What follows belongs to an exercise in optimizing a design on an open flow for small area; a production flow would make more cautious choices. The RTL was checked by simulation tests, not by an equivalence proof against the original design. Power is estimated from default activity; no workload was simulated.

<file path="config.mk">
export PLATFORM = sky130hd
export DESIGN_NAME = axi4_straddle_convertor
export DESIGN_NICKNAME = axi4_straddle_convertor
export VERILOG_FILES = /design/flow/design.v
export SDC_FILE = /design/flow/constraint.sdc
export NUM_CORES = 8
export LEC_CHECK = 0
export CAP_MARGIN = 40
export CORE_MARGIN = 2
export CORE_UTILIZATION = 70
export CTS_BUF_LIST = sky130_fd_sc_hd__clkbuf_16
export CTS_CLUSTER_DIAMETER = 60
export CTS_CLUSTER_SIZE = 30
export SLEW_MARGIN = 40
export SYNTH_HIERARCHICAL = 1
export SYNTH_MINIMUM_KEEP_SIZE = 0
</file>
<file path="constraint.sdc">
create_clock -name core_clock -period 6.0 [get_ports {ACLK}]
set_input_delay 1.2000 -clock core_clock [delete_from_list [all_inputs] [get_ports {ACLK}]]
set_output_delay 1.2000 -clock core_clock [all_outputs]
set_load 0.01 [all_outputs]
</file>
<file path="design.v">
module axi4_straddle_convertor #
(
    parameter integer AXI_TUSER_L        = 161,
    parameter integer BUFFER_SIZE        = 4
)
(
    input wire                                  ACLK,
    input wire                                  ARESETN,
    input wire [AXI_TUSER_L-1:0]               S_AXIS_TUSER,
    input wire [511:0]                         S_AXIS_TDATA,
    input wire [15:0]                          S_AXIS_TKEEP,
    input wire                                 S_AXIS_TLAST,
    input wire                                 S_AXIS_TVALID,
    output wire                                S_AXIS_TREADY,
    output wire [AXI_TUSER_L-1:0]              M_AXIS_TUSER,
    output wire [511:0]                        M_AXIS_TDATA,
    output wire [15:0]                         M_AXIS_TKEEP,
    output wire                                M_AXIS_TLAST,
    output wire                                M_AXIS_TVALID,
    input wire                                 M_AXIS_TREADY,
    output reg [1:0]                           error_invalid_state
);
wire [3:0] is_sop      = S_AXIS_TUSER[67:64];
wire [3:0] is_eop      = S_AXIS_TUSER[79:76];
wire [1:0] is_sop0_ptr = S_AXIS_TUSER[69:68];
wire [3:0] is_eop0_ptr = S_AXIS_TUSER[83:80];
wire [3:0] is_eop1_ptr = S_AXIS_TUSER[87:84];
reg [1:0] write_ptr0, read_ptr0;
reg [1:0] write_ptr1, read_ptr1;
reg       lane0_filled0, lane0_filled1;
reg       buffer0_full, buffer1_full;
reg [1:0] tlp_active;
reg       lane_x;
reg       old_tlp;
reg [3:0] buffer0_eop, buffer1_eop;
reg       reading_from_buffer0;
reg       output_is_sop;
assign S_AXIS_TREADY = !buffer0_full && !buffer1_full;
wire s_fire = S_AXIS_TVALID && S_AXIS_TREADY;
reg [1:0] tlp_cur, tlp_nxt;
reg       x_cur, x_nxt;
reg       old_cur;
reg       illegal_sop, illegal_eop;
wire      sp0z = (is_sop0_ptr == 2'b00);
always @(*) begin
    tlp_cur = tlp_active;
    x_cur   = lane_x;
    old_cur = old_tlp;
    illegal_sop = 1'b0;
    casez ({is_sop[1:0], tlp_active})
        4'b11??: begin tlp_cur = 2'b11; x_cur = 1'b0;  old_cur = 1'b0; end
        4'b0100: begin tlp_cur = 2'b01; x_cur = !sp0z; old_cur = 1'b0; end
        4'b0101: begin tlp_cur = 2'b11; x_cur = sp0z;  old_cur = 1'b0; end
        4'b0110: begin tlp_cur = 2'b11; x_cur = !sp0z; old_cur = 1'b1; end
        4'b00??: ;
        default: illegal_sop = 1'b1;
    endcase
    tlp_nxt = tlp_cur;
    x_nxt   = x_cur;
    illegal_eop = 1'b0;
    casez ({is_eop[1:0], tlp_cur})
        4'b1111: begin tlp_nxt = 2'b00; x_nxt = 1'b0; end
        4'b0111: begin tlp_nxt = old_cur ? 2'b01 : 2'b10; x_nxt = 1'b0; end
        4'b0101: begin tlp_nxt = 2'b00; x_nxt = 1'b0; end
        4'b0110: begin tlp_nxt = 2'b00; x_nxt = 1'b0; end
        4'b00??: ;
        default: illegal_eop = 1'b1;
    endcase
end
wire end0 = tlp_cur[0] && !tlp_nxt[0];
wire end1 = tlp_cur[1] && !tlp_nxt[1];
wire [3:0] eptr0 = (is_eop[0] && !old_cur) ? is_eop0_ptr : is_eop1_ptr;
wire [3:0] eptr1 = (is_eop[1] &&  old_cur) ? is_eop0_ptr : is_eop1_ptr;
function [7:0] half_mask(input h, input [3:0] e);
    integer k;
    for (k = 0; k < 8; k = k + 1)
        half_mask[k] = h ? (e[3] && k <= e[2:0]) : (e[3] || k <= e[2:0]);
endfunction
wire       act0 = s_fire && tlp_cur[0];
wire       act1 = s_fire && tlp_cur[1];
wire [1:0] l0 = !tlp_cur[0] ? 2'b00 : x_cur ? 2'b10 : tlp_cur[1] ? 2'b01 : 2'b11;
wire [1:0] l1 = !tlp_cur[1] ? 2'b00 : !tlp_cur[0] ? 2'b11 : x_cur ? 2'b01 : 2'b10;
wire [1:0] nwp0 = write_ptr0 + 2'd1;
wire [1:0] nwp1 = write_ptr1 + 2'd1;
wire wlo0  = act0 && !lane0_filled0 && (l0 != 2'b00);
wire whi0  = act0 && ((l0 == 2'b11) || (lane0_filled0 && l0 != 2'b00));
wire wlon0 = act0 && lane0_filled0 && (l0 == 2'b11);
wire wlo1  = act1 && !lane0_filled1 && (l1 != 2'b00);
wire whi1  = act1 && ((l1 == 2'b11) || (lane0_filled1 && l1 != 2'b00));
wire wlon1 = act1 && lane0_filled1 && (l1 == 2'b11);
wire slo0 = (l0 == 2'b10) || (l0 == 2'b11 && lane0_filled0);
wire shi0 = (l0 == 2'b10) || (l0 == 2'b11 && !lane0_filled0);
wire slo1 = (l1 == 2'b10) || (l1 == 2'b11 && lane0_filled1);
wire shi1 = (l1 == 2'b10) || (l1 == 2'b11 && !lane0_filled1);
wire [255:0] din_lo0, din_hi0, din_lo1, din_hi1;
genvar b;
generate
for (b = 0; b < 256; b = b + 1) begin : g_din
    straddle_muxi u_lo0 (.s(slo0), .a(S_AXIS_TDATA[b]), .b(S_AXIS_TDATA[256+b]), .y(din_lo0[b]));
    straddle_muxi u_hi0 (.s(shi0), .a(S_AXIS_TDATA[b]), .b(S_AXIS_TDATA[256+b]), .y(din_hi0[b]));
    straddle_muxi u_lo1 (.s(slo1), .a(S_AXIS_TDATA[b]), .b(S_AXIS_TDATA[256+b]), .y(din_lo1[b]));
    straddle_muxi u_hi1 (.s(shi1), .a(S_AXIS_TDATA[b]), .b(S_AXIS_TDATA[256+b]), .y(din_hi1[b]));
end
endgenerate
wire [7:0] klo0 = slo0 ? S_AXIS_TKEEP[15:8] : S_AXIS_TKEEP[7:0];
wire [7:0] khi0 = shi0 ? S_AXIS_TKEEP[15:8] : S_AXIS_TKEEP[7:0];
wire [7:0] klo1 = slo1 ? S_AXIS_TKEEP[15:8] : S_AXIS_TKEEP[7:0];
wire [7:0] khi1 = shi1 ? S_AXIS_TKEEP[15:8] : S_AXIS_TKEEP[7:0];
wire [7:0] kin_lo0 = ~(klo0 & (end0 ? half_mask(slo0, eptr0) : 8'hff));
wire [7:0] kin_hi0 = ~(khi0 & (end0 ? half_mask(shi0, eptr0) : 8'hff));
wire [7:0] kin_lo1 = ~(klo1 & (end1 ? half_mask(slo1, eptr1) : 8'hff));
wire [7:0] kin_hi1 = ~(khi1 & (end1 ? half_mask(shi1, eptr1) : 8'hff));
reg [255:0] d0_lo [0:3];
reg [255:0] d0_hi [0:3];
reg [255:0] d1_lo [0:3];
reg [255:0] d1_hi [0:3];
reg [7:0]   k0_lo [0:3];
reg [7:0]   k0_hi [0:3];
reg [7:0]   k1_lo [0:3];
reg [7:0]   k1_hi [0:3];
genvar e, k;
generate
for (e = 0; e < 4; e = e + 1) begin : g_ent
    wire lo_we0 = (wlo0 && write_ptr0 == e) || (wlon0 && nwp0 == e);
    wire hi_we0 = whi0 && write_ptr0 == e;
    wire lo_we1 = (wlo1 && write_ptr1 == e) || (wlon1 && nwp1 == e);
    wire hi_we1 = whi1 && write_ptr1 == e;
    wire kh_we0 = lo_we0 || hi_we0;
    wire kh_we1 = lo_we1 || hi_we1;
    wire [7:0] kh_d0 = hi_we0 ? kin_hi0 : 8'hff;
    wire [7:0] kh_d1 = hi_we1 ? kin_hi1 : 8'hff;
    wire [255:0] n_d0_lo, n_d0_hi, n_d1_lo, n_d1_hi;
    wire [7:0]   n_k0_lo, n_k0_hi, n_k1_lo, n_k1_hi;
    for (k = 0; k < 256; k = k + 1) begin : g_d
        straddle_hold u_0l (.q(d0_lo[e][k]), .we(lo_we0), .nwe(!lo_we0), .d(din_lo0[k]), .y(n_d0_lo[k]));
        straddle_hold u_0h (.q(d0_hi[e][k]), .we(hi_we0), .nwe(!hi_we0), .d(din_hi0[k]), .y(n_d0_hi[k]));
        straddle_hold u_1l (.q(d1_lo[e][k]), .we(lo_we1), .nwe(!lo_we1), .d(din_lo1[k]), .y(n_d1_lo[k]));
        straddle_hold u_1h (.q(d1_hi[e][k]), .we(hi_we1), .nwe(!hi_we1), .d(din_hi1[k]), .y(n_d1_hi[k]));
    end
    for (k = 0; k < 8; k = k + 1) begin : g_k
        straddle_hold u_0l (.q(k0_lo[e][k]), .we(lo_we0), .nwe(!lo_we0), .d(kin_lo0[k]), .y(n_k0_lo[k]));
        straddle_hold u_0h (.q(k0_hi[e][k]), .we(kh_we0), .nwe(!kh_we0), .d(kh_d0[k]),   .y(n_k0_hi[k]));
        straddle_hold u_1l (.q(k1_lo[e][k]), .we(lo_we1), .nwe(!lo_we1), .d(kin_lo1[k]), .y(n_k1_lo[k]));
        straddle_hold u_1h (.q(k1_hi[e][k]), .we(kh_we1), .nwe(!kh_we1), .d(kh_d1[k]),   .y(n_k1_hi[k]));
    end
    always @(posedge ACLK) begin
        d0_lo[e] <= n_d0_lo;
        d0_hi[e] <= n_d0_hi;
        d1_lo[e] <= n_d1_lo;
        d1_hi[e] <= n_d1_hi;
        k0_lo[e] <= n_k0_lo;
        k0_hi[e] <= n_k0_hi;
        k1_lo[e] <= n_k1_lo;
        k1_hi[e] <= n_k1_hi;
    end
end
endgenerate
wire has0 = (write_ptr0 != read_ptr0);
wire has1 = (write_ptr1 != read_ptr1);
wire rd0  = has0 && (!has1 || reading_from_buffer0);
assign M_AXIS_TVALID = has0 || has1;
reg  [7:0] nsel_q;
wire [3:0] nsel0 = nsel_q[3:0];
wire [3:0] nsel1 = nsel_q[7:4];
wire [3:0] sel0  = ~nsel0;
wire [3:0] sel1  = ~nsel1;
wire [511:0] q0 [0:3];
wire [511:0] q1 [0:3];
genvar q;
generate
for (q = 0; q < 4; q = q + 1) begin : g_q
    assign q0[q] = {d0_hi[q], d0_lo[q]};
    assign q1[q] = {d1_hi[q], d1_lo[q]};
end
for (b = 0; b < 512; b = b + 1) begin : g_out
    straddle_out8 u_o (.ns({nsel1, nsel0}),
                       .q({q1[3][b], q1[2][b], q1[1][b], q1[0][b], q0[3][b], q0[2][b], q0[1][b], q0[0][b]}),
                       .y(M_AXIS_TDATA[b]));
end
endgenerate
wire [15:0] tkeep;
generate
for (b = 0; b < 16; b = b + 1) begin : g_kout
    if (b < 8) begin : g_l
        straddle_out8 u_o (.ns({nsel1, nsel0}),
                           .q({k1_lo[3][b], k1_lo[2][b], k1_lo[1][b], k1_lo[0][b],
                               k0_lo[3][b], k0_lo[2][b], k0_lo[1][b], k0_lo[0][b]}),
                           .y(tkeep[b]));
    end else begin : g_h
        straddle_out8 u_o (.ns({nsel1, nsel0}),
                           .q({k1_hi[3][b-8], k1_hi[2][b-8], k1_hi[1][b-8], k1_hi[0][b-8],
                               k0_hi[3][b-8], k0_hi[2][b-8], k0_hi[1][b-8], k0_hi[0][b-8]}),
                           .y(tkeep[b]));
    end
end
endgenerate
wire tlast;
straddle_out8 u_tlast (.ns({nsel1, nsel0}), .q(~{buffer1_eop, buffer0_eop}), .y(tlast));
assign M_AXIS_TKEEP = tkeep;
assign M_AXIS_TLAST = tlast;
reg [3:0] out_eop_ptr;
integer j;
always @(*) begin
    out_eop_ptr = 4'd0;
    for (j = 1; j < 16; j = j + 1)
        if (tkeep[j]) out_eop_ptr = j[3:0];
end
assign M_AXIS_TUSER = {{(AXI_TUSER_L-84){1'b0}}, out_eop_ptr, 3'b000, M_AXIS_TLAST,
                       11'd0, output_is_sop, 64'd0};
wire m_fire = M_AXIS_TVALID && M_AXIS_TREADY;
wire eop0_rd = buffer0_eop[read_ptr0];
wire eop1_rd = buffer1_eop[read_ptr1];
wire adv0 = act0 && (end0 || (lane0_filled0 && l0 != 2'b00) || l0 == 2'b11);
wire adv1 = act1 && (end1 || (lane0_filled1 && l1 != 2'b00) || l1 == 2'b11);
wire [1:0] write_ptr0_n = adv0 ? nwp0 : write_ptr0;
wire [1:0] write_ptr1_n = adv1 ? nwp1 : write_ptr1;
wire [1:0] read_ptr0_n  = (m_fire &&  rd0) ? read_ptr0 + 2'd1 : read_ptr0;
wire [1:0] read_ptr1_n  = (m_fire && !rd0) ? read_ptr1 + 2'd1 : read_ptr1;
reg        rfb0_n;
always @(*) begin
    rfb0_n = reading_from_buffer0;
    if (m_fire) begin
        if (rd0) begin
            if (eop0_rd && has1) rfb0_n = 1'b0;
        end else begin
            if (eop1_rd && has0) rfb0_n = 1'b1;
        end
    end
end
wire has0_n = (write_ptr0_n != read_ptr0_n);
wire has1_n = (write_ptr1_n != read_ptr1_n);
wire rd0_n  = has0_n && (!has1_n || rfb0_n);
wire [7:0] nsel_n = ~{{4{!rd0_n}} & (4'b0001 << read_ptr1_n),
                      {4{ rd0_n}} & (4'b0001 << read_ptr0_n)};
always @(posedge ACLK) begin
    if (!ARESETN) begin
        write_ptr0 <= 2'd0;
        read_ptr0  <= 2'd0;
        write_ptr1 <= 2'd0;
        read_ptr1  <= 2'd0;
        tlp_active <= 2'b00;
        lane_x <= 1'b0;
        buffer0_full <= 1'b0;
        buffer1_full <= 1'b0;
        old_tlp <= 1'b0;
        buffer0_eop <= 4'b0000;
        buffer1_eop <= 4'b0000;
        lane0_filled0 <= 1'b0;
        lane0_filled1 <= 1'b0;
        reading_from_buffer0 <= 1'b1;
        output_is_sop <= 1'b1;
        error_invalid_state <= 2'b00;
        nsel_q <= 8'b1110_1111;
    end else begin
        if (s_fire) begin
            tlp_active <= tlp_nxt;
            lane_x <= x_nxt;
            old_tlp <= old_cur;
            error_invalid_state <= error_invalid_state | {illegal_sop, illegal_eop};
        end
        if (act0) begin
            if (end0) begin
                if (wlon0) buffer0_eop[nwp0] <= 1'b1;
                else       buffer0_eop[write_ptr0] <= 1'b1;
            end else begin
                buffer0_eop[write_ptr0] <= 1'b0;
            end
            if (end0)
                lane0_filled0 <= 1'b0;
            else if (l0 == 2'b01 || l0 == 2'b10)
                lane0_filled0 <= !lane0_filled0;
        end
        if (act1) begin
            if (end1) begin
                if (wlon1) buffer1_eop[nwp1] <= 1'b1;
                else       buffer1_eop[write_ptr1] <= 1'b1;
            end else begin
                buffer1_eop[write_ptr1] <= 1'b0;
            end
            if (end1)
                lane0_filled1 <= 1'b0;
            else if (l1 == 2'b01 || l1 == 2'b10)
                lane0_filled1 <= !lane0_filled1;
        end
        write_ptr0 <= write_ptr0_n;
        write_ptr1 <= write_ptr1_n;
        read_ptr0  <= read_ptr0_n;
        read_ptr1  <= read_ptr1_n;
        reading_from_buffer0 <= rfb0_n;
        nsel_q <= nsel_n;
        if (m_fire)
            output_is_sop <= rd0 ? eop0_rd : eop1_rd;
        buffer0_full <= (nwp0 == read_ptr0) || (lane0_filled0 && (nwp0 + 2'd1 == read_ptr0));
        buffer1_full <= (nwp1 == read_ptr1) || (lane0_filled1 && (nwp1 + 2'd1 == read_ptr1));
    end
end
endmodule
module straddle_hold (input wire q, input wire we, input wire nwe, input wire d, output wire y);
assign y = (q | we) & (d | nwe);
endmodule
module straddle_muxi (input wire s, input wire a, input wire b, output wire y);
assign y = ~(s ? b : a);
endmodule
module straddle_out8 (input wire [7:0] ns, input wire [7:0] q, output wire y);
assign y = ~&(ns | q);
endmodule
</file>
<file path="flow/run.sh">
#!/bin/bash
# Standard synthesis and layout, with two changes: the ports are buffered with buf_1
# (instead of the resizer's default pick), and the clock tree is built without dummy loads.
set -euo pipefail
CTS="-sink_clustering_enable -repair_clock_nets -buf_list sky130_fd_sc_hd__clkbuf_16"
CTS="$CTS -sink_clustering_size 26 -sink_clustering_max_diameter 80 -dont_use_dummy_load"
bash standard.sh synth > synth.log 2>&1
bash standard.sh "BUFFER_PORTS_ARGS=-buffer_cell sky130_fd_sc_hd__buf_1" "CTS_ARGS=$CTS" finish > layout.log 2>&1
</file>
<file path="standard.sh">
#!/bin/bash
# synth_recipe.tcl (not shown) runs the flow's synth.tcl, then flattens the netlist and writes it again
# the make line also repeats each setting of config.mk as NAME=value (left out here)
make -C /OpenROAD-flow-scripts/flow DESIGN_CONFIG=/design/flow/config.mk WORK_HOME=/design/flow/orfs CLKGATE_MAP_FILE= SYNTH_SCRIPT=/design/flow/synth_recipe.tcl "${@:-finish}"
</file>
==> impl_metrics.tcl, run 1 <==
set metrics [dict create \
    crit_top_cell "buf_12" \
    max_freq_mhz 197 \
    setup_violations 0 \
    drive_above_1_share_pct 4.08 \
    wire_per_inst_um 37.7 \
    crit_type "register to output pin" \
    busiest_layer "met2" \
    critPathRequiredTime_ns 4.80 \
    maxSlewHeadroom_pct 28.2 \
    globalRouteOverflowTotal 0 \
    total_power_uw 89600 \
    drtIter0Drc 23500 \
    p_leak_uw 0.0630 \
    clock_latency_ns 0.91 \
    grt_max_degree 119 \
    gp_congestion 0.951 \
    yosysTopAreaCellShare_pct 55.2 \
    num_vias 146000 \
    clkSinkCount 4260 \
    worstPathMaxFanout 85 \
    via_per_inst 8.40 \
    cp_top_family "buffers and inverters" \
    synthCells 12900 \
    gr-usage-met1_pct 64.2 \
    io_pins 1388 \
    worstMarginPinSlew_ns 1.08 \
    cts_resized 0 \
    grt_first_pass_wirelength_um 943000 \
    die_area_mm2 0.224 \
    chipWidth_um 474 \
    min_path_type "register to register" \
    drcViolationCount 0 \
    async_flop_share_pct 0 \
    power_density_mw_per_mm2 523 \
    hold_ws_ns 0.478 \
    maxSlewViolCount 0 \
    core-area_mm2 0.220 \
    maxCapViolCount 0 \
    utilization_pct 78.0 \
    rrSetupSlack_ns 1.56 \
    fin_cells 17400 \
    placed_cells 17100 \
    grtUsageTotal_pct 55.8 \
    synthTopCellsByCount "dfxtp_1, o22a_1, o22ai_1, mux2i_1, or4_1" \
    critical_path_buf_inv_count 4 \
    cpPeakStageDelay_ns 0.91 \
    fp.dieH_um 474 \
    cts_inserted_buffers 184 \
    synth_most_common_cell "dfxtp_1" \
    io_buffers 1084 \
    ys.flop_type "dfxtp_1" \
    synth-seq-area-share_pct 55.2 \
    end_kind "output pin" \
    netlist_area_mm2 0.154 \
    vdd_drop_max_mv 0.440 \
    first_pass_iters 9 \
    status "timing/DRC/antenna clean" \
    antenna_found_initial 166 \
    yosys_warnings 23 \
    root_buffer "clkbuf_16" \
    postSynthAreaPerCell_um2 12.0 \
    period_share_pct 84.5 \
    clk_path_buf_depth 3 \
    dp_hpwl_um 374000 \
    pre_cts_ws_ns 1.02 \
    cp-start-kind "register" \
    wirelength_um 656000 \
    rsz0062_at_grt "no" \
    yosysTopAreaCell "dfxtp_1" \
    start_util_pct 70.4 \
    synth_area_leaders "dfxtp_1, o22a_1, o22ai_1" \
    area_delta_synth_final_pct 10.9 \
    path_cells "buf_12, buf_12, buf_12, o22ai_1, or4_1, buf_1" \
    grt_pass1_vias 143000 \
    hold_viol_final 0 \
    rows 172 \
    cts_setup_buffers 0 \
    ys_ff_latch 4260 \
    nNetsFinal 15100 \
    gr-usage-met2_pct 79.5 \
    ys_types 73 \
    fin_ws_ns 0.928 \
    fin_crit_ns 5.07 \
    ant_nets 0 \
    synth_edf_count 0 \
    grtUsageMet3_pct 24.2 \
    crit_path_top_delay_cell "or4_1" \
    clock_skew_ns 0.0778 \
    tritoncts "yes" \
    arrival_ns 3.87 \
    clkTransAtPathRegs_ns 0.09 \
    cts_hold_buf 0 \
    htreeDepth 4 \
]
routing by layer:
layer / vias to the layer above / wire length (um)
met5: - / 1390
met4: 146 / 67100
met3: 4366 / 111000
met2: 14100 / 265000
met1: 70400 / 211000
li1: 57200 / -
logic make-up after synthesis:
family	count (synthesis)	synth area share [%]
flip-flops	4260	55.2
AND/OR/NAND/NOR	784	3.33
buffers and inverters	242	0.978
other	1	0.00243
multiplexers	1061	6.90
adder cells (fa/ha/maj)	46	0.330
AO/OA/AOI/OAI	6476	33.2
XOR/XNOR	16	0.0907
Yosys stat by module (local to each module, per instance):
module	cells	area (um2)
straddle_hold	1	8.76
straddle_out8	5	32.5
axi4_straddle_convertor	4993	90000
straddle_muxi	1	10.0
area by class of cell:
class                           count  area [um2]
Inverter                           56         399
Sequential cell                  4260       85300
Clock buffer                      184        4600
Fill cell                       14400       48300
Timing Repair Buffer             1385        8550
Multi-Input combinational cell   8538       68500
Tap cell                         2871        3590
Antenna cell                      106         265
worst register-to-register path, delay by kind of cell, from the launching register on:
kind	cells	cell delay [ns]
buf+inv	4	1.56
simple gates	5	1.32
fa+ha+maj	1	0.20
flops	1	0.50
compound gates	3	0.81
flip-flops by register name, summed over array words and instances (netlist names), 32 cells and up:
| register | count |
|---|---|
| k0_hi | 32 |
| d1_hi | 1024 |
| k1_hi | 32 |
| k1_lo | 32 |
| d0_hi | 1024 |
| d0_lo | 1024 |
| k0_lo | 32 |
| d1_lo | 1024 |
cell usage in the layout (no fill, tap or decap), types with 37 or more instances in the layout:
master / synthesis / layout
dfxtp_1: 4260 / 4252
o22a_1: 4224 / 4224
o22ai_1: 2116 / 2116
buf_1: 4 / 1069
mux2i_1: 1048 / 1048
or4_1: 529 / 529
clkbuf_16: 0 / 184
buf_12: 0 / 162
conb_1: 1 / 155
buf_4: 158 / 127
diode_2: 0 / 106
nand2_1: 115 / 103
nor2_1: 55 / 55
inv_1: 46 / 37
worst paths after layout:
kind	endpoint	startpoint	cells after the start
max reg2reg	d0_hi[0][71]	tlp_active[0]	13
min reg2reg	d1_lo[1][168]	d1_lo[1][168]	1
min	d1_lo[1][168]	d1_lo[1][168]	1
max	M_AXIS_TDATA[400]	nsel_q[6]	6
metrics by stage:
| step | setup TNS (ns) | area, um2 |
|---|---|---|
| finish | 0 | 171000 |
| global route | 0 | 171000 |
| CTS | 0 | 171000 |
| detailed placement | 0 | 166000 |
| global placement | 0 | 166000 |
| floorplan | -7804.28 | 155000 |
report_power, final:
part           switching [uW]  internal [uW]
Clock                    8740           5490
Sequential               5440          38000
Combinational           18800          13100
==> run 2, diff against run 1 <==
==> flow/run.sh (replaced) <==
#!/bin/bash
# Standard synthesis and layout, with three changes: the ports are buffered with buf_1
# (instead of the resizer's default pick), the clock tree is built without dummy loads,
# and the layout's repair does not use the largest buffers and inverters (the platform's
# own don't-use list is kept and extended).
set -euo pipefail
CTS="-sink_clustering_enable -repair_clock_nets -buf_list sky130_fd_sc_hd__clkbuf_16"
CTS="$CTS -sink_clustering_size 26 -sink_clustering_max_diameter 80 -dont_use_dummy_load"
DU="sky130_fd_sc_hd__probe_p_8 sky130_fd_sc_hd__probec_p_8 sky130_fd_sc_hd__lpflow_bleeder_1 sky130_fd_sc_hd__lpflow_clkbufkapwr_1 sky130_fd_sc_hd__lpflow_clkbufkapwr_16 sky130_fd_sc_hd__lpflow_clkbufkapwr_2 sky130_fd_sc_hd__lpflow_clkbufkapwr_4 sky130_fd_sc_hd__lpflow_clkbufkapwr_8 sky130_fd_sc_hd__lpflow_clkinvkapwr_1 sky130_fd_sc_hd__lpflow_clkinvkapwr_16 sky130_fd_sc_hd__lpflow_clkinvkapwr_2 sky130_fd_sc_hd__lpflow_clkinvkapwr_4 sky130_fd_sc_hd__lpflow_clkinvkapwr_8 sky130_fd_sc_hd__lpflow_decapkapwr_12 sky130_fd_sc_hd__lpflow_decapkapwr_3 sky130_fd_sc_hd__lpflow_decapkapwr_4 sky130_fd_sc_hd__lpflow_decapkapwr_6 sky130_fd_sc_hd__lpflow_decapkapwr_8 sky130_fd_sc_hd__lpflow_inputiso0n_1 sky130_fd_sc_hd__lpflow_inputiso0p_1 sky130_fd_sc_hd__lpflow_inputiso1n_1 sky130_fd_sc_hd__lpflow_inputiso1p_1 sky130_fd_sc_hd__lpflow_inputisolatch_1 sky130_fd_sc_hd__lpflow_isobufsrc_1 sky130_fd_sc_hd__lpflow_isobufsrc_16 sky130_fd_sc_hd__lpflow_isobufsrc_2 sky130_fd_sc_hd__lpflow_isobufsrc_4 sky130_fd_sc_hd__lpflow_isobufsrc_8 sky130_fd_sc_hd__lpflow_isobufsrckapwr_16 sky130_fd_sc_hd__lpflow_lsbuf_lh_hl_isowell_tap_1 sky130_fd_sc_hd__lpflow_lsbuf_lh_hl_isowell_tap_2 sky130_fd_sc_hd__lpflow_lsbuf_lh_hl_isowell_tap_4 sky130_fd_sc_hd__lpflow_lsbuf_lh_isowell_4 sky130_fd_sc_hd__lpflow_lsbuf_lh_isowell_tap_1 sky130_fd_sc_hd__lpflow_lsbuf_lh_isowell_tap_2 sky130_fd_sc_hd__lpflow_lsbuf_lh_isowell_tap_4"
DU="$DU sky130_fd_sc_hd__buf_8 sky130_fd_sc_hd__buf_12 sky130_fd_sc_hd__buf_16"
DU="$DU sky130_fd_sc_hd__bufbuf_8 sky130_fd_sc_hd__bufbuf_16 sky130_fd_sc_hd__bufinv_8 sky130_fd_sc_hd__bufinv_16"
DU="$DU sky130_fd_sc_hd__inv_12 sky130_fd_sc_hd__inv_16"
bash standard.sh synth > synth.log 2>&1
bash standard.sh "BUFFER_PORTS_ARGS=-buffer_cell sky130_fd_sc_hd__buf_1" "CTS_ARGS=$CTS" "DONT_USE_CELLS=$DU" finish > layout.log 2>&1
==> run 2 against run 1 <==
Effect of this change:
- global-route usage down 0.97 points
- non-clock buffer count is 290 higher
- clock skew shrank 0.0047 ns
- hold slack worse by 0.0068 ns
- combinational power shrank 1%
- largest cell class unchanged
==> impl_metrics.tcl, run 2 <==
set metrics [dict create \
    worstPathMaxFanout 27 \
    async_flop_share_pct 0 \
    synth_area_leaders "dfxtp_1, o22a_1, o22ai_1" \
    placed_cells 17400 \
    final_area_mm2 0.171 \
    yosysTopAreaCellShare_pct 55.2 \
    timing.critical_path.to "M_AXIS_TDATA[482]" \
    postSynthAreaPerCell_um2 12.0 \
    clock_skew_ns 0.0732 \
    wire_per_inst_um 36.6 \
    drtIter0Drc 22000 \
    chipWidth_um 474 \
    netlist_area_mm2 0.154 \
    timing.rr.end "d0_lo[3][231]" \
    status "timing/DRC/antenna clean" \
    utilization_pct 77.7 \
    critPathRequiredTime_ns 4.80 \
    start_util_pct 70.4 \
    nFillCells 14400 \
    first_pass_iters 9 \
    synthTopCellsByCount "dfxtp_1, o22a_1, o22ai_1, mux2i_1, or4_1" \
    clkSinkCount 4260 \
    drive_above_1_share_pct 5.93 \
    synth_xor_area_share_pct 0.0907 \
    fp.dieH_um 474 \
    clk_path_buf_depth 3 \
    synth_top_family_by_area "compound AO/OA/AOI/OAI gates" \
    hold_viol_final 0 \
    htreeDepth 4 \
    nNetsFinal 15400 \
    ant_nets 0 \
    critical_path.startpoint "nsel_q[6]" \
    dp_hpwl_um 407000 \
    rsz0062_at_grt "no" \
    period_share_pct 89.2 \
    ys_types 73 \
    globalRouteOverflowTotal 0 \
    fin_cells 17700 \
    cp-start-kind "register" \
    reg2reg_from "tlp_active[0]" \
    fin_ws_ns 0.645 \
    clock_latency_ns 0.92 \
    end_kind "output pin" \
    p_leak_uw 0.0633 \
    io_buffers 1084 \
    root_buffer "clkbuf_16" \
    yosys.area_share.adder_pct 0.330 \
    area_delta_synth_final_pct 10.4 \
    rrSetupSlack_ns 1.59 \
    arrival_ns 4.15 \
    min_path_cells 1 \
    max_freq_mhz 187 \
    gp_congestion 0.972 \
    synth_most_common_cell "dfxtp_1" \
    via_per_inst 8.27 \
    post_dp_cell_area_mm2 0.166 \
    clkTransAtPathRegs_ns 0.09 \
    cpPeakStageDelay_ns 0.76 \
    crit_path_top_delay_cell "dfxtp_4" \
    cp_top_family "buffers and inverters" \
    synth_edf_count 0 \
    maxSlewViolCount 0 \
    setup_violations 0 \
    final_common_cell "dfxtp_1" \
    grt_max_degree 95 \
    cts_setup_buffers 0 \
    ys.flop_type "dfxtp_1" \
    vdd_drop_max_mv 0.399 \
    ys_ff_latch 4260 \
    maxSlewHeadroom_pct 33.1 \
    maxCapViolCount 0 \
    num_vias 146000 \
    worstMarginPinSlew_ns 1.01 \
    crit_top_cell "buf_4" \
    synth-seq-area-share_pct 55.2 \
    yosys_warnings 23 \
    grt_pass1_vias 142000 \
    die_area_mm2 0.224 \
    rows 172 \
    wirelength_um 646000 \
    fin_crit_ns 5.35 \
    path_cells "buf_6, buf_4, buf_4, o22ai_1, or4_1, buf_1" \
    tritoncts "yes" \
    crit_type "register to output pin" \
    cts_inserted_buffers 184 \
    synthCells 12900 \
    io_pins 1388 \
    critical_path_buf_inv_count 4 \
    worst-path-stages 6 \
    yosysTopAreaCell "dfxtp_1" \
    cts_resized 0 \
    synth_compound_area_share_pct 33.2 \
    min_path_type "register to register" \
    grt_first_pass_wirelength_um 928000 \
    cts_hold_buf 0 \
    drcViolationCount 0 \
    most-common-layout-cells "dfxtp_1, o22a_1, o22ai_1" \
    synthMuxAreaShare_pct 6.90 \
    core-area_mm2 0.220 \
    antenna_found_initial 109 \
    synth-simple-area-share_pct 3.33 \
    reg2reg_depth 11 \
    power_density_mw_per_mm2 522 \
    pre_cts_ws_ns 0.791 \
    grtUsageTotal_pct 54.9 \
]
## run 2: final cells by class
type	count	area [um2]	share of cell area (%)
Tap cell	2871	3590	2.11
Multi-Input combinational cell	8538	68500	40.2
Antenna cell	79	198	0.116
Clock buffer	184	4600	2.70
Inverter	56	384	0.225
Timing Repair Buffer	1675	7970	4.67
Sequential cell	4260	85300	50.0
## run 2: cell families (layout without fill, tap and decap cells)
group | Yosys count | count (layout)
buf+inv | 242 | 1915
mux | 1061 | 1061
simple gates | 784 | 784
flops | 4260 | 4260
xor+xnor | 16 | 16
other cells | 1 | 234
fa+ha+maj | 46 | 46
compound gates | 6476 | 6476
## run 2: metal layers
metal	global-route usage, %	up-vias	part of all wire (%)
li1	-	57800	-
met1	64.0	70200	33
met2	77.3	14000	40
met3	22.4	4021	17
met4	48.5	82	10
met5	0.649	-	0.11
## run 2: modules after synthesis (local to each module, per instance)
module                   cell area, um2  cells  flops+latches  copies in the design
straddle_muxi                      10.0      1              0                  1024
straddle_hold                      8.76      1              0                  4224
axi4_straddle_convertor           90000   4993           4260                     1
straddle_out8                      32.5      5              0                   529
## run 2: where the power goes
| group | total (uW) | internal (uW) | switching [uW] |
|---|---|---|---|
| Clock | 14200 | 5500 | 8690 |
| Sequential | 43400 | 38000 | 5440 |
| Combinational | 31500 | 13000 | 18500 |
## run 2: worst min path at each step
stage                      startpoint  slack, ns                      to
3_5_place_dp   error_invalid_state[1]       0.46  error_invalid_state[1]
4_1_cts        error_invalid_state[1]       0.47  error_invalid_state[1]
3_3_place_gp   error_invalid_state[0]       0.45  error_invalid_state[0]
5_1_grt                  d1_lo[3][50]       0.49            d1_lo[3][50]
2_1_floorplan             k1_hi[1][1]       0.45             k1_hi[1][1]
6_report       error_invalid_state[1]       0.47  error_invalid_state[1]
## run 2: worst reg2reg max path: stages, from the launching register on
cell,delay [ns]
dfxtp_1,0.49
or4b_4,0.52
a21oi_4,0.19
a21oi_1,0.08
a21oi_1,0.20
ha_2,0.26
and2_1,0.38
nor2_2,0.21
inv_8,0.49
buf_2,0.85
mux2i_1,0.53
o22a_1,0.20
## run 2: through the flow
stage	TNS [ns]	hold slack, ns	power (uW)
after floorplan	-7804.28	0.448	61400
after global placement	0	0.447	71500
after detailed placement	0	0.460	73100
after CTS	0	0.474	86700
after global routing	0	0.490	91300
final	0	0.471	89100
==> run 3, diff against run 2 <==
--- a/flow/run.sh
+++ b/flow/run.sh
@@ -7,3 +7,3 @@
 CTS="-sink_clustering_enable -repair_clock_nets -buf_list sky130_fd_sc_hd__clkbuf_16"
-CTS="$CTS -sink_clustering_size 26 -sink_clustering_max_diameter 80 -dont_use_dummy_load"
+CTS="$CTS -sink_clustering_size 28 -sink_clustering_max_diameter 80 -dont_use_dummy_load"
 DU="sky130_fd_sc_hd__probe_p_8 sky130_fd_sc_hd__probec_p_8 sky130_fd_sc_hd__lpflow_bleeder_1 sky130_fd_sc_hd__lpflow_clkbufkapwr_1 sky130_fd_sc_hd__lpflow_clkbufkapwr_16 sky130_fd_sc_hd__lpflow_clkbufkapwr_2 sky130_fd_sc_hd__lpflow_clkbufkapwr_4 sky130_fd_sc_hd__lpflow_clkbufkapwr_8 sky130_fd_sc_hd__lpflow_clkinvkapwr_1 sky130_fd_sc_hd__lpflow_clkinvkapwr_16 sky130_fd_sc_hd__lpflow_clkinvkapwr_2 sky130_fd_sc_hd__lpflow_clkinvkapwr_4 sky130_fd_sc_hd__lpflow_clkinvkapwr_8 sky130_fd_sc_hd__lpflow_decapkapwr_12 sky130_fd_sc_hd__lpflow_decapkapwr_3 sky130_fd_sc_hd__lpflow_decapkapwr_4 sky130_fd_sc_hd__lpflow_decapkapwr_6 sky130_fd_sc_hd__lpflow_decapkapwr_8 sky130_fd_sc_hd__lpflow_inputiso0n_1 sky130_fd_sc_hd__lpflow_inputiso0p_1 sky130_fd_sc_hd__lpflow_inputiso1n_1 sky130_fd_sc_hd__lpflow_inputiso1p_1 sky130_fd_sc_hd__lpflow_inputisolatch_1 sky130_fd_sc_hd__lpflow_isobufsrc_1 sky130_fd_sc_hd__lpflow_isobufsrc_16 sky130_fd_sc_hd__lpflow_isobufsrc_2 sky130_fd_sc_hd__lpflow_isobufsrc_4 sky130_fd_sc_hd__lpflow_isobufsrc_8 sky130_fd_sc_hd__lpflow_isobufsrckapwr_16 sky130_fd_sc_hd__lpflow_lsbuf_lh_hl_isowell_tap_1 sky130_fd_sc_hd__lpflow_lsbuf_lh_hl_isowell_tap_2 sky130_fd_sc_hd__lpflow_lsbuf_lh_hl_isowell_tap_4 sky130_fd_sc_hd__lpflow_lsbuf_lh_isowell_4 sky130_fd_sc_hd__lpflow_lsbuf_lh_isowell_tap_1 sky130_fd_sc_hd__lpflow_lsbuf_lh_isowell_tap_2 sky130_fd_sc_hd__lpflow_lsbuf_lh_isowell_tap_4"
==> run 3 against run 2 <==
Effect of this change:
- still clean
- total power fell by 0.49%
- highest routed layer unchanged
- largest cell class unchanged
- die area did not move
- clock-buffer cell count fell by 11
- critical path depth did not move
==> impl_metrics.tcl, run 3 <==
set metrics [dict create \
    cts_setup_buffers 0 \
    root_buffer "clkbuf_16" \
    period_share_pct 89.2 \
    yosysTopAreaCell "dfxtp_1" \
    maxSlewHeadroom_pct 34.8 \
    fp.dieH_um 474 \
    drtIter0Drc 21700 \
    clock_latency_ns 0.90 \
    synthCells 12900 \
    drcViolationCount 0 \
    grt_max_degree 95 \
    gp_congestion 0.972 \
    setup_violations 0 \
    postSynthAreaPerCell_um2 12.0 \
    final_common_cell "dfxtp_1" \
    grt_pass1_vias 142000 \
    yosys_warnings 23 \
    rows 172 \
    cts_inserted_buffers 173 \
    globalRouteOverflowTotal 0 \
    min_to "error_invalid_state[1]" \
    io_buffers 1084 \
    hold_viol_final 0 \
    reg2reg_from "tlp_active[0]" \
    clock_skew_ns 0.0527 \
    cp-start-kind "register" \
    synth_area_leaders "dfxtp_1, o22a_1, o22ai_1" \
    yosysTopAreaCellShare_pct 55.2 \
    ys_ff_latch 4260 \
    placed_cells 17400 \
    core-area_mm2 0.220 \
    io_pins 1388 \
    tritoncts "yes" \
    rsz0062_at_grt "no" \
    timing.rr.end "d0_lo[3][34]" \
    antenna_found_initial 111 \
    reg2reg_depth 11 \
    synth-seq-area-share_pct 55.2 \
    worstHoldStart "error_invalid_state[1]" \
    grtUsageTotal_pct 54.8 \
    arrival_ns 4.15 \
    ys.flop_type "dfxtp_1" \
    clk_path_buf_depth 3 \
    start_util_pct 70.4 \
    crit_path_top_delay_cell "or4_1" \
    wire_per_inst_um 36.6 \
    intPower_uw 56200 \
    grt_first_pass_wirelength_um 927000 \
    fin_cells 17600 \
    cp_top_family "buffers and inverters" \
    final_area_mm2 0.170 \
    p_switching_uw 32500 \
    critical_path_buf_inv_count 4 \
    min_path_type "register to register" \
    synth_most_common_cell "dfxtp_1" \
    cpPeakStageDelay_ns 0.82 \
    first_pass_iters 20 \
    path_cells "buf_6, buf_4, buf_4, o22ai_1, or4_1, buf_1" \
    end_kind "output pin" \
    nFillCells 14400 \
    post_dp_cell_area_mm2 0.166 \
    ant_nets 0 \
    cts_resized 0 \
    dp_hpwl_um 407000 \
    clkTransAtPathRegs_ns 0.08 \
    maxSlewViolCount 0 \
    most-common-layout-cells "dfxtp_1, o22a_1, o22ai_1" \
    maxCapViolCount 0 \
    vdd_drop_max_mv 0.384 \
    status "timing/DRC/antenna clean" \
    die_area_mm2 0.224 \
    num_vias 146000 \
    worst-path-stages 6 \
    power_density_mw_per_mm2 521 \
    total_power_uw 88700 \
    worstPathMaxFanout 27 \
    cts_hold_buf 0 \
    drive_above_1_share_pct 5.84 \
    p_seq_share_pct 48.9 \
    p_sw_share_pct 36.7 \
    crit_type "register to output pin" \
    utilization_pct 77.6 \
    min_path_cells 1 \
    nNetsFinal 15400 \
    worstMarginPinSlew_ns 0.979 \
    p_leak_uw 0.0632 \
    synthTopCellsByCount "dfxtp_1, o22a_1, o22ai_1, mux2i_1, or4_1" \
    rrSetupSlack_ns 1.58 \
    htreeDepth 4 \
    critPathRequiredTime_ns 4.80 \
    synth_edf_count 0 \
    fin_crit_ns 5.35 \
    via_per_inst 8.25 \
    clock_power_share_pct 15.6 \
    crit_top_cell "buf_4" \
    wirelength_um 646000 \
    chipWidth_um 474 \
    max_freq_mhz 187 \
    clkSinkCount 4260 \
    netlist_area_mm2 0.154 \
    pwr-share-comb_pct 35.5 \
    ys_types 73 \
    async_flop_share_pct 0 \
    area_delta_synth_final_pct 10.2 \
]
-- run 3: cell counts after synthesis --
Identical to the previous run, type by type.
-- run 3: layout make-up --
class	instances	area (um2)	share of cell area, %
inverters	56	384	0.226
flip-flops and latches	4260	85300	50.1
clock buffers	173	4330	2.54
well taps	2871	3590	2.11
repair buffers	1673	7920	4.65
multi-input cells	8538	68500	40.3
diodes	74	185	0.109
-- run 3: cell families after synthesis --
family	count (synthesis)	synth area share [%]
xor+xnor	16	0.0907
simple gates	784	3.33
buf+inv	242	0.978
fa+ha+maj	46	0.330
compound gates	6476	33.2
flops	4260	55.2
mux	1061	6.90
other cells	1	0.00243
-- run 3: routing by layer --
metal  GRT usage (%)  share of wire, %  vias up
met5           0.389             0.087        -
met4            48.2                11       86
met3            22.0                17     3975
met2            77.4                40    13900
met1            64.0                32    69900
li1                -                 -    57700
-- run 3: how the worst max path moves through the flow --
| stage | end | from | slack [ns] |
|---|---|---|---|
| after detailed placement | d0_lo[0][245] | S_AXIS_TUSER[69] | 0.79 |
| after floorplan | k1_lo[0][1] | S_AXIS_TUSER[69] | -2.96 |
| after global routing | M_AXIS_TDATA[251] | nsel_q[6] | 0.77 |
| final | M_AXIS_TDATA[251] | nsel_q[6] | 0.65 |
| after global placement | d0_lo[3][235] | S_AXIS_TUSER[69] | 0.87 |
| after CTS | M_AXIS_TUSER[80] | nsel_q[6] | 0.94 |
-- run 3: power by group through the flow --
| stage | clock network, uW | logic [uW] | registers, uW |
|---|---|---|---|
| 2_1_floorplan | 0 | 18400 | 43100 |
| 3_3_place_gp | 0 | 28200 | 43300 |
| 3_5_place_dp | 0 | 29300 | 43800 |
| 4_1_cts | 13600 | 29400 | 43200 |
| 5_1_grt | 14600 | 32000 | 44300 |
| 6_report | 13800 | 31400 | 43400 |
-- run 3: stage by stage --
step	setup TNS, ns	hold slack (ns)	setup WS, ns
2_1_floorplan	-7804.28	0.448	-2.96
3_3_place_gp	0	0.447	0.868
3_5_place_dp	0	0.460	0.791
4_1_cts	0	0.478	0.942
5_1_grt	0	0.489	0.774
6_report	0	0.475	0.647
-- run 3: Yosys stat by module (local to each module, per instance) --
module | cells | area, um2 | copies in the design | flip-flops and latches
straddle_out8 | 5 | 32.5 | 529 | 0
axi4_straddle_convertor | 4993 | 90000 | 1 | 4260
straddle_muxi | 1 | 10.0 | 1024 | 0
straddle_hold | 1 | 8.76 | 4224 | 0
==> run 4, diff against run 3 <==
--- a/design.v
+++ b/design.v
@@ -94,2 +94,3 @@
 wire shi1 = (l1 == 2'b10) || (l1 == 2'b11 && !lane0_filled1);
+wire nslo0 = !slo0, nshi0 = !shi0, nslo1 = !slo1, nshi1 = !shi1;
 wire [255:0] din_lo0, din_hi0, din_lo1, din_hi1;
@@ -98,6 +99,6 @@
 for (b = 0; b < 256; b = b + 1) begin : g_din
-    straddle_muxi u_lo0 (.s(slo0), .a(S_AXIS_TDATA[b]), .b(S_AXIS_TDATA[256+b]), .y(din_lo0[b]));
-    straddle_muxi u_hi0 (.s(shi0), .a(S_AXIS_TDATA[b]), .b(S_AXIS_TDATA[256+b]), .y(din_hi0[b]));
-    straddle_muxi u_lo1 (.s(slo1), .a(S_AXIS_TDATA[b]), .b(S_AXIS_TDATA[256+b]), .y(din_lo1[b]));
-    straddle_muxi u_hi1 (.s(shi1), .a(S_AXIS_TDATA[b]), .b(S_AXIS_TDATA[256+b]), .y(din_hi1[b]));
+    straddle_oai22 u_lo0 (.a0(nslo0), .b0(S_AXIS_TDATA[256+b]), .a1(slo0), .b1(S_AXIS_TDATA[b]), .y(din_lo0[b]));
+    straddle_oai22 u_hi0 (.a0(nshi0), .b0(S_AXIS_TDATA[256+b]), .a1(shi0), .b1(S_AXIS_TDATA[b]), .y(din_hi0[b]));
+    straddle_oai22 u_lo1 (.a0(nslo1), .b0(S_AXIS_TDATA[256+b]), .a1(slo1), .b1(S_AXIS_TDATA[b]), .y(din_lo1[b]));
+    straddle_oai22 u_hi1 (.a0(nshi1), .b0(S_AXIS_TDATA[256+b]), .a1(shi1), .b1(S_AXIS_TDATA[b]), .y(din_hi1[b]));
 end
@@ -300,4 +301,4 @@
 endmodule
-module straddle_muxi (input wire s, input wire a, input wire b, output wire y);
-assign y = ~(s ? b : a);
+module straddle_oai22 (input wire a0, input wire b0, input wire a1, input wire b1, output wire y);
+assign y = ~((a0 | b0) & (a1 | b1));
 endmodule
==> run 4 against run 3 <==
Effect of this change:
- total power up 13%
- wire length up 6.2%
- cell area decreased by 1.7%
- hold slack hardly changed
- synthesized cell count grew 0.44%
- register-to-register slack lost 0.18 ns
- final cell count increased by 1.0%
- utilization grew 0.49 points
- sequential cell count is the same
- critical endpoint is now M_AXIS_TDATA[187]
- largest cell class unchanged
- highest routed layer unchanged
==> impl_metrics.tcl, run 4 <==
set metrics [dict create \
    reg2reg_depth 13 \
    cts_setup_buffers 0 \
    cts_inserted_buffers 173 \
    min_path_type "register to register" \
    wirelength_um 686000 \
    crit_type "register to output pin" \
    nFillCells 14300 \
    maxSlewViolCount 0 \
    synthTopCellsByCount "dfxtp_1, o22a_1, o22ai_1, or4_1, buf_4" \
    power_density_mw_per_mm2 600 \
    end_kind "output pin" \
    rrSetupSlack_ns 1.40 \
    maxCapViolCount 0 \
    max_freq_mhz 185 \
    worstHoldStart "error_invalid_state[1]" \
    status "timing/DRC/antenna clean" \
    rsz0062_at_grt "no" \
    globalRouteOverflowTotal 0 \
    first_pass_iters 13 \
    synth-seq-area-share_pct 56.6 \
    clock_skew_ns 0.0827 \
    die_area_mm2 0.219 \
    core-area_mm2 0.214 \
    most-common-layout-cells "dfxtp_1, o22a_1, o22ai_1" \
    clkTransAtPathRegs_ns 0.08 \
    grtUsageTotal_pct 59.6 \
    grt_first_pass_wirelength_um 980000 \
    worstMarginPinSlew_ns 1.02 \
    final_common_cell "dfxtp_1" \
    ys_types 71 \
    ant_nets 0 \
    p_leak_uw 0.0611 \
    reg2reg_from "tlp_active[1]" \
    drcViolationCount 0 \
    rows 170 \
    arrival_ns 4.21 \
    dp_hpwl_um 430000 \
    min_to "error_invalid_state[1]" \
    postSynthAreaPerCell_um2 11.6 \
    root_buffer "clkbuf_16" \
    yosysTopAreaCell "dfxtp_1" \
    htreeDepth 4 \
    clk_path_buf_depth 3 \
    setup_violations 0 \
    maxSlewHeadroom_pct 32.2 \
    nNetsFinal 15600 \
    worstPathMaxFanout 51 \
    via_per_inst 8.66 \
    synth_area_leaders "dfxtp_1, o22a_1, o22ai_1" \
    min_path_cells 1 \
    clkSinkCount 4260 \
    critPathRequiredTime_ns 4.80 \
    wire_per_inst_um 38.5 \
    drtIter0Drc 27600 \
    grt_pass1_vias 148000 \
    critical_path.startpoint "nsel_q[2]" \
    area_delta_synth_final_pct 11.0 \
    netlist_area_mm2 0.151 \
    async_flop_share_pct 0 \
    hold_viol_final 0 \
    chipWidth_um 468 \
    yosysTopAreaCellShare_pct 56.6 \
    grt_max_degree 78 \
    antenna_found_initial 118 \
    start_util_pct 70.3 \
    io_buffers 1084 \
    ys_ff_latch 4260 \
    fin_tns_setup_ns 0 \
    period_share_pct 90.2 \
    cp-start-kind "register" \
    fin_crit_ns 5.41 \
    yosys_warnings 23 \
    final_area_mm2 0.167 \
    timing.rr.end "d0_hi[2][229]" \
    io_pins 1388 \
    synth_most_common_cell "dfxtp_1" \
    synthCells 12900 \
    gp_congestion 1.01 \
    post_dp_cell_area_mm2 0.163 \
    synth_edf_count 0 \
    drive_above_1_share_pct 6.71 \
    cts_resized 0 \
    vdd_drop_max_mv 0.495 \
    fp.dieH_um 468 \
    num_vias 154000 \
    clock_latency_ns 0.91 \
    ys.flop_type "dfxtp_1" \
    cts_hold_buf 0 \
    tritoncts "yes" \
]
run 4: cell count changes after synthesis, moves of 10 or more:
cell,delta
nand2_1,-23
a22o_1,-10
o22ai_1,+1025
nand3_1,+50
o211ai_1,+10
maj3_1,-11
mux2i_1,-1036
nor3_1,+12
nor2b_1,-11
a21oi_1,+23
run 4: through the flow:
stage,hold WS (ns),cells,setup slack [ns],total power (uW),util (%)
2_1_floorplan,0.448,13100,-9.58,69300,-
3_3_place_gp,0.449,17500,0.823,81500,75.7
3_5_place_dp,0.458,17500,0.811,83600,75.8
4_1_cts,0.474,17700,0.918,96700,77.8
5_1_grt,0.493,17800,0.730,102000,78.0
6_report,0.475,17800,0.590,100000,78.0
run 4: routing by layer:
metal  vias to the layer above  global-route usage [%]  routed length, um
met2                     16900                    80.8             265000
met1                     72700                    68.5             211000
met4                        98                    54.4              81600
met5                         -                    2.02               1020
li1                      59400                       -                  -
met3                      5406                    28.8             126000
run 4: report_power, final:
group	switching, uW	internal (uW)
Sequential	6520	39900
Combinational	24300	15700
Clock	8720	5200
run 4: per-module statistics from Yosys (local to each module, per instance):
| module | times used | flip-flops and latches | cells | cell area (um2) |
|---|---|---|---|---|
| axi4_straddle_convertor | 1 | 4260 | 5050 | 90100 |
| straddle_out8 | 529 | 0 | 5 | 32.5 |
| straddle_hold | 4224 | 0 | 1 | 8.76 |
| straddle_oai22 | 1024 | 0 | 1 | 6.26 |
run 4: kinds of logic after synthesis:
kind of cell	count (synthesis)	share of synthesized area [%]
multiplexers	23	0.177
buffers and inverters	249	1.02
AND/OR/NAND/NOR	819	3.53
flip-flops	4260	56.6
AO/OA/AOI/OAI	7542	38.4
adder cells (fa/ha/maj)	31	0.236
other	1	0.00249
XOR/XNOR	18	0.105
run 4: final cells by class:
cell class | count | area, um2 | share of cell area [%]
Sequential cell | 4260 | 85300 | 51.0
Multi-Input combinational cell | 8588 | 64800 | 38.7
Timing Repair Buffer | 1812 | 8750 | 5.23
Clock buffer | 173 | 4330 | 2.59
Tap cell | 2838 | 3550 | 2.12
Inverter | 56 | 373 | 0.223
Antenna cell | 102 | 255 | 0.153
run 4: worst max-delay path by stage:
stage                        endpoint  slack [ns]
detailed placement      d0_hi[2][136]        0.81
global route        M_AXIS_TDATA[470]        0.73
global placement        d0_hi[2][151]        0.82
floorplan                 d1_lo[0][0]       -9.58
finish              M_AXIS_TDATA[187]        0.59
CTS                 M_AXIS_TDATA[361]        0.92
run 4: worst max-delay path, cell delays in order, from the launching register on:
cell and delay [ns]:
dfxtp_4 0.65, buf_6 0.47, buf_4 0.81, o22ai_1 0.15, or4_1 0.91, buf_1 0.24
==> run 5, diff against run 4 <==
--- a/design.v
+++ b/design.v
@@ -99,6 +99,6 @@
 for (b = 0; b < 256; b = b + 1) begin : g_din
-    straddle_oai22 u_lo0 (.a0(nslo0), .b0(S_AXIS_TDATA[256+b]), .a1(slo0), .b1(S_AXIS_TDATA[b]), .y(din_lo0[b]));
-    straddle_oai22 u_hi0 (.a0(nshi0), .b0(S_AXIS_TDATA[256+b]), .a1(shi0), .b1(S_AXIS_TDATA[b]), .y(din_hi0[b]));
-    straddle_oai22 u_lo1 (.a0(nslo1), .b0(S_AXIS_TDATA[256+b]), .a1(slo1), .b1(S_AXIS_TDATA[b]), .y(din_lo1[b]));
-    straddle_oai22 u_hi1 (.a0(nshi1), .b0(S_AXIS_TDATA[256+b]), .a1(shi1), .b1(S_AXIS_TDATA[b]), .y(din_hi1[b]));
+    straddle_aoi22 u_lo0 (.a0(slo0), .b0(S_AXIS_TDATA[256+b]), .a1(nslo0), .b1(S_AXIS_TDATA[b]), .y(din_lo0[b]));
+    straddle_aoi22 u_hi0 (.a0(shi0), .b0(S_AXIS_TDATA[256+b]), .a1(nshi0), .b1(S_AXIS_TDATA[b]), .y(din_hi0[b]));
+    straddle_aoi22 u_lo1 (.a0(slo1), .b0(S_AXIS_TDATA[256+b]), .a1(nslo1), .b1(S_AXIS_TDATA[b]), .y(din_lo1[b]));
+    straddle_aoi22 u_hi1 (.a0(shi1), .b0(S_AXIS_TDATA[256+b]), .a1(nshi1), .b1(S_AXIS_TDATA[b]), .y(din_hi1[b]));
 end
@@ -301,4 +301,4 @@
 endmodule
-module straddle_oai22 (input wire a0, input wire b0, input wire a1, input wire b1, output wire y);
-assign y = ~((a0 | b0) & (a1 | b1));
+module straddle_aoi22 (input wire a0, input wire b0, input wire a1, input wire b1, output wire y);
+assign y = ~((a0 & b0) | (a1 & b1));
 endmodule
--- a/flow/run.sh
+++ b/flow/run.sh
@@ -1,6 +1,7 @@
 #!/bin/bash
-# Standard synthesis and layout, with three changes: the ports are buffered with buf_1
+# Standard synthesis and layout, with four changes: the ports are buffered with buf_1
 # (instead of the resizer's default pick), the clock tree is built without dummy loads,
-# and the layout's repair does not use the largest buffers and inverters (the platform's
-# own don't-use list is kept and extended).
+# the layout's repair does not use the largest buffers and inverters (the platform's
+# own don't-use list is kept and extended), and flow/downsize.tcl sets the data-input
+# select gates back to their smallest size before floorplanning.
 set -euo pipefail
@@ -13,2 +14,3 @@
 bash standard.sh synth > synth.log 2>&1
-bash standard.sh "BUFFER_PORTS_ARGS=-buffer_cell sky130_fd_sc_hd__buf_1" "CTS_ARGS=$CTS" "DONT_USE_CELLS=$DU" finish > layout.log 2>&1
+bash standard.sh "BUFFER_PORTS_ARGS=-buffer_cell sky130_fd_sc_hd__buf_1" "CTS_ARGS=$CTS" "DONT_USE_CELLS=$DU" \
+  "PRE_FLOORPLAN_TCL=$PWD/flow/downsize.tcl" finish > layout.log 2>&1
==> flow/downsize.tcl (new file) <==
# Synthesis sizes the data-input select gates (a22oi) up to _2 for the large load it
# assumes at every module output; each drives only four gates here, so start them at _1.
# The flow's timing and design repair resize them again wherever that is needed.
set n 0
foreach inst [get_cells *] {
  if {[get_property $inst ref_name] eq "sky130_fd_sc_hd__a22oi_2"} {
    replace_cell $inst sky130_fd_sc_hd__a22oi_1
    incr n
  }
}
puts "downsize.tcl: $n a22oi_2 cells replaced by a22oi_1"
==> run 5 against run 4 <==
Effect of this change:
- still clean
- cell area rose by 0.66%
- worst setup slack lost 0.16 ns
- clock power barely moved
==> impl_metrics.tcl, run 5 <==
set metrics [dict create \
    clock_skew_ns 0.0688 \
    drcViolationCount 0 \
    multi_input_area_mm2 0.0660 \
    arrival_ns 4.37 \
    chipWidth_um 470 \
    grt_pass1_vias 148000 \
    vdd_drop_max_mv 0.594 \
    final_common_cell "dfxtp_1" \
    drtIter0Drc 26900 \
    period_share_pct 92.8 \
    num_vias 153000 \
    fin_crit_ns 5.57 \
    die_area_mm2 0.221 \
    cts_setup_buffers 0 \
    grtUsageTotal_pct 58.3 \
    io_buffers 1084 \
    nNetsFinal 15600 \
    clkTransAtPathRegs_ns 0.08 \
    cts_resized 0 \
    max_freq_mhz 180 \
    clk_path_buf_depth 3 \
    worstPathMaxFanout 26 \
    nFillCells 14400 \
    cts_hold_buf 0 \
    critPathRequiredTime_ns 4.80 \
    htreeDepth 4 \
    rsz0062_at_grt "no" \
    maxCapViolCount 0 \
    p_leak_uw 0.0627 \
    clkSinkCount 4260 \
    fin_tns_setup_ns 0 \
    register_area_mm2 0.0853 \
    yosys_warnings 23 \
    rrSetupSlack_ns 1.29 \
    most-common-layout-cells "dfxtp_1, o22a_1, o22ai_1" \
    grt_max_degree 73 \
    wirelength_um 676000 \
    cp-start-kind "register" \
    end_kind "output pin" \
    hold_viol_final 0 \
    rows 171 \
    setup_violations 0 \
    clock_latency_ns 0.93 \
    path_cells "buf_6, buf_4, buf_2, o22ai_1, or4_1, buf_1" \
    maxSlewViolCount 0 \
    post_dp_cell_area_mm2 0.164 \
    status "timing/DRC/antenna clean" \
    drive_above_1_share_pct 6.53 \
    wire_per_inst_um 38.0 \
    tritoncts "yes" \
    synthCells 12900 \
    worstMarginPinSlew_ns 1.00 \
    io_pins 1388 \
    dp_hpwl_um 423000 \
    start_util_pct 70.2 \
    root_buffer "clkbuf_16" \
    ant_nets 0 \
    crit_path_top_delay_cell "or4_1" \
    crit_type "register to output pin" \
    cts_inserted_buffers 173 \
    fp.dieH_um 470 \
    antenna_found_initial 128 \
    power_density_mw_per_mm2 590 \
    grt_first_pass_wirelength_um 973000 \
    via_per_inst 8.59 \
    final_area_mm2 0.168 \
    cpPeakStageDelay_ns 0.93 \
    maxSlewHeadroom_pct 33.1 \
    core-area_mm2 0.217 \
    globalRouteOverflowTotal 0 \
    gp_congestion 1.01 \
    min_path_type "register to register" \
    first_pass_iters 8 \
]
## run 5: worst paths after layout
check / from / endpoint / cells past startpoint
setup / recovery: nsel_q[4] / M_AXIS_TDATA[355] / 6
hold / removal: error_invalid_state[0] / error_invalid_state[0] / 2
setup reg to reg: tlp_active[1] / k0_hi[0][5] / 14
hold reg to reg: error_invalid_state[0] / error_invalid_state[0] / 2
## run 5: metrics by stage
stage / cells / hold slack, ns / total power, uW / setup WS [ns] / util, %
floorplan: 13100 / 0.448 / 68600 / -9.58 / -
global placement: 17500 / 0.448 / 80600 / 0.895 / 75.5
detailed placement: 17500 / 0.461 / 82600 / 0.711 / 75.6
CTS: 17700 / 0.480 / 95700 / 0.834 / 77.6
global route: 17800 / 0.488 / 102000 / 0.482 / 77.8
finish: 17800 / 0.477 / 99400 / 0.431 / 77.8
## run 5: report_power, final
part           internal [uW]  switching (uW)  leakage (uW)
Clock                   5190            8650       0.00213
Combinational          15500           24000        0.0252
Sequential             39700            6410        0.0353
## run 5: metal layers
| layer | routed length, um | part of all wire, % | track usage, % | up-vias |
|---|---|---|---|---|
| met5 | 883 | 0.13 | 1.36 | - |
| met4 | 78200 | 12 | 53.2 | 100 |
| met3 | 123000 | 18 | 27.4 | 5139 |
| met2 | 266000 | 39 | 80.7 | 16000 |
| met1 | 208000 | 31 | 66.3 | 72500 |
| li1 | - | - | - | 59200 |
## run 5: area by class of cell
cell class,instances,area share (%)
repair buffers,1779,5.10
clock buffers,173,2.57
well taps,2854,2.12
flip-flops and latches,4260,50.6
multi-input cells,8588,39.2
diodes,94,0.140
inverters,56,0.215
## run 5: worst max-delay path, delay by kind of cell (launching register included)
family / cells / cell delay [ns]
simple gates: 1 / 0.93
flops: 1 / 0.70
buf+inv: 4 / 1.67
compound gates: 1 / 0.11

[separate check: timing with driven ports]
The results above use ideal ports. As a check the final layouts listed here were re-extracted and re-timed, cells and wires unchanged. Step 1: set_driving_cell puts a clkbuf_16 on ACLK and a buf_2 on each other input, an assumption about the parent block. Step 2 adds t to the input delays and takes it off the output delays; t is the mean of the earliest and latest rising clock arrival at the registers after step 1. Input paths then give back, and output paths get back, about the clock's delay inside the block. Slacks: ideal ports / drivers / drivers and shift; pairs: ideal ports / drivers.
| run | t, ns | setup WS [ns] | hold WS [ns] | worst data-port slew with drivers (ns) |
|---|---|---|---|---|
| run 1 | 0.972 | 0.928 / 0.818 / 0.592 | 0.478 / 0.478 / 0.478 | 0.48 |
| run 2 | 0.986 | 0.645 / 0.540 / 0.731 | 0.471 / 0.471 / 0.471 | 0.54 |
| run 3 | 0.976 | 0.647 / 0.541 / 0.709 | 0.475 / 0.475 / 0.475 | 0.52 |
| run 4 | 0.975 | 0.590 / 0.484 / 0.620 | 0.475 / 0.475 / 0.475 | 0.37 |
| run 5 | 1.008 | 0.431 / 0.318 / 0.466 | 0.477 / 0.477 / 0.477 | 0.64 |
After both steps every run listed still meets setup and hold. The setup slack of run 1, which loses most, moves by -0.110 ns with the drivers and by -0.336 ns with both steps.
